Source: an optimization exercise on an open RTL-to-GDS flow (aim: small area and a short achievable clock period). Production flows keep margins and buffers that such runs may drop. Where RTL was checked, it was by simulation tests only, not by an equivalence proof against the original.

==> flow/design.v (excerpt) <==
module CTE ( clk, reset, op_mode, in_en, yuv_in, rgb_in, busy, out_valid, rgb_out, yuv_out);
For scale: roughly 44 flip-flops, about 70 I/O pins, ~7600 um2 of cells after synthesis.
clock: 25.0 ns
lec_check: 0
cap_margin: 20
core_margin: 2
core_utilization: 40
slew_margin: 20
synth_hierarchical: 1
standard.sh (not shown) runs the stock make flow with config.mk's settings and CLKGATE_MAP_FILE= SYNTH_SCRIPT=/design/flow/synth_recipe.tcl, a recipe that flattens the netlist after the stock synthesis.
==> flow/flow/run.sh <==
#!/bin/bash
# Standard layout (the standard.sh: standard synthesis and ORFS flow), with the
# port buffers made from buf_2 instead of the default delay buffer.
set -euo pipefail
bash standard.sh "BUFFER_PORTS_ARGS=-buffer_cell sky130_fd_sc_hd__buf_2" finish > standard_flow.log 2>&1
Then changed:
--- a/flow/design.v
+++ b/flow/design.v
@@ -219,21 +219,22 @@
 wire m0_196 = ~m0_194 & (m0_193 | m0_142);
 wire m0_197 = ~m0_194 & (m0_193 | m0_187);
 wire m0_198 = ~m0_194 & (m0_193 | m0_188);
 wire m0_199 = ~m0_194 & (m0_193 | m0_189);
 wire m0_200 = ~m0_194 & (m0_193 | m0_190);
 wire m0_201 = ~m0_194 & (m0_193 | m0_191);
 wire m0_202 = ~m0_194 & (m0_193 | m0_192);
 assign rgb = {m0_7, m0_6, m0_5, m0_4, m0_3, m0_2, m0_1, m0_0, m0_140, m0_139, m0_138, m0_137, m0_136, m0_135, m0_134, m0_133, m0_202, m0_201, m0_200, m0_199, m0_198, m0_197, m0_196, m0_195};
 wire [7:0] ir = rgb_in[23:16], ig = rgb_in[15:8], ib = rgb_in[7:0];
 wire [7:0] dr = d[23:16], dg = d[15:8], db = d[7:0];
-wire su = op_mode & (cnt == 2'd0), sy = op_mode & cnt[0], sv = op_mode & (cnt == 2'd2), sz = ~op_mode;
+wire sz = ((cnt == 2'd3) & ~(busy_r & valid_r)) | ((cnt == 2'd0) & busy_r);
+wire su = (cnt == 2'd0) & ~busy_r, sy = cnt[0] & ~sz, sv = (cnt == 2'd2);
 wire [15:0] na;
 wire [7:0] q;
 assign yuv_out = q;
 wire ea_0 = (su & ir[0]) | (sv & dr[0]);
 wire ea_1 = (su & ir[1]) | (sv & dr[1]) | (sy & dr[0]);
 wire ea_2 = (su & ir[2]) | (sv & dr[2]) | (sy & dr[1]);
 wire ea_3 = (su & ir[3]) | (sv & dr[3]) | (sy & dr[2]);
 wire ea_4 = (su & ir[4]) | (sv & dr[4]) | (sy & dr[3]);
 wire ea_5 = (su & ir[5]) | (sv & dr[5]) | (sy & dr[4]);
 wire ea_6 = (su & ir[6]) | (sv & dr[6]) | (sy & dr[5]);
@@ -933,27 +934,24 @@
             busy_r <= 1'b0;
             valid_r <= 1'b1;
         end else if (in_en) begin
             cnt <= cnt + 2'd1;
             if (cnt[1]) busy_r <= 1'b1;
             if (cnt == 2'd3) valid_r <= 1'b0;
         end
     end
 end
 always @(posedge clk) begin
+    if (in_en || sz) np <= na;
     if (op_mode) begin
         if (in_en && !cnt[0]) d <= rgb_in;
-        if (in_en) np <= na;
-    end else begin
-        np <= na;
-    end
-    if (!op_mode && in_en && !busy_r) begin
+    end else if (in_en && !busy_r) begin
         if (cnt == 2'd0) d[23:16] <= yuv_in;
         if (cnt == 2'd2) d[15:8] <= yuv_in;
         if (cnt[0]) d[7:0] <= yuv_in;
     end
 end
 endmodule
 module CTE_fa (a, b, c, s, co);
 input a, b, c; output s, co;
 assign s = a ^ b ^ c;
 assign co = (a & b) | (a & c) | (b & c);
Outcome: The changed run finished with timing, DRC and antenna clean; routed wire length is lower by a few percent; design area stays flat; core utilization is about the same; area after synthesis barely changes; via count is lower by a few percent; critical path depth is lower by 4; global-route usage is lower by 1.3 points.
Function not checked in the first run of this note: the RTL went through the layout flow alone.


CTE, a different RTL version from the one above (not shown whole).
For scale: about 830 cells after synthesis, ~44 flip-flops, roughly 8200 um2 of cells after synthesis.
clock: 25.0 ns
lec_check: 0
cap_margin: 20
core_margin: 2
core_utilization: 40
slew_margin: 20
synth_hierarchical: 1
Scripts as last shown in full above: flow/flow/run.sh
==> next run, changes <==
--- a/flow/design.v
+++ b/flow/design.v
@@ -12,15 +12,15 @@
 output  [7:0]   yuv_out;
 reg [1:0] cnt;
 reg busy_r, valid_r;
 reg [23:0] d;
 reg [15:0] np;
 assign busy = busy_r;
 assign out_valid = valid_r;
-wire [7:0] yy = d[7:0], uu = d[23:16], vv = d[15:8];
+wire [7:0] yy = np[7:0], uu = d[23:16], vv = d[15:8];
 wire [23:0] rgb;
 assign rgb_out = rgb;
 wire m0_0 = ~vv[7];
 wire m0_1 = ~vv[7];
 wire m0_2 = ~vv[7];
 wire m0_3, m0_4;
 CTE_ha m0_i5 (.a(yy[4]), .b(vv[4]), .s(m0_3), .co(m0_4));
@@ -1026,15 +1026,15 @@
 always @(posedge clk) begin
     if (op_mode) begin
         if (in_en && !cnt[0]) d <= rgb_in;
         if (in_en) np <= na;
     end else if (in_en && !busy_r) begin
         if (cnt == 2'd0) d[23:16] <= yuv_in;
         if (cnt == 2'd2) d[15:8] <= yuv_in;
-        if (cnt[0]) d[7:0] <= yuv_in;
+        if (cnt[0]) np[7:0] <= yuv_in;
     end
 end
 endmodule
 module CTE_fa (a, b, c, s, co);
 input a, b, c; output s, co;
 assign s = a ^ b ^ c;
 assign co = (a & b) | (a & c) | (b & c);
After rerunning:
- The new run went through all stages and came out clean
- routed wire length rises by 6.2%
- die area shrinks by 0.91%
- design area decreases by 1.3%
- worst hold slack gets worse by 0.0035 ns
- synthesized area is lower by about 0.9%
Function not checked in the first run of this note: the RTL went through the layout flow alone.

-- port drivers added, routing unchanged --
No port has a modelled driver above. Below, the same layouts with a new extraction and two added sets of constraints.
Step 1: set_driving_cell puts a clkbuf_16 on clk and a buf_2 on each other input, an assumption about the parent block.
Step 2 also shifts input and output timing later by t, the mid clock arrival at the registers, as if the neighbouring blocks saw the same clock.
Three values: ideal, step 1, step 2; two values: the first two.
run	t (ns)	slack for setup (ns)	hold slack, ns	worst setup path at the end	worst data-port slew with drivers (ns)
the first run of note 1	0.334	14.730 / 14.751 / 14.418	0.554 / 0.554 / 0.554	input to register	0.04
the second run of note 1	0.327	15.614 / 15.576 / 15.903	0.598 / 0.598 / 0.598	register to output	0.04
the first run of note 2	0.333	15.689 / 15.651 / 15.665	0.622 / 0.622 / 0.622	input to register	0.04
the second run of note 2	0.328	15.200 / 15.163 / 15.467	0.619 / 0.619 / 0.619	input to register	0.04
After both steps setup and hold are still met in every run listed. For the first run of note 1, which loses most, drivers alone change the setup slack by +0.021 ns; drivers and shift together by -0.312 ns.
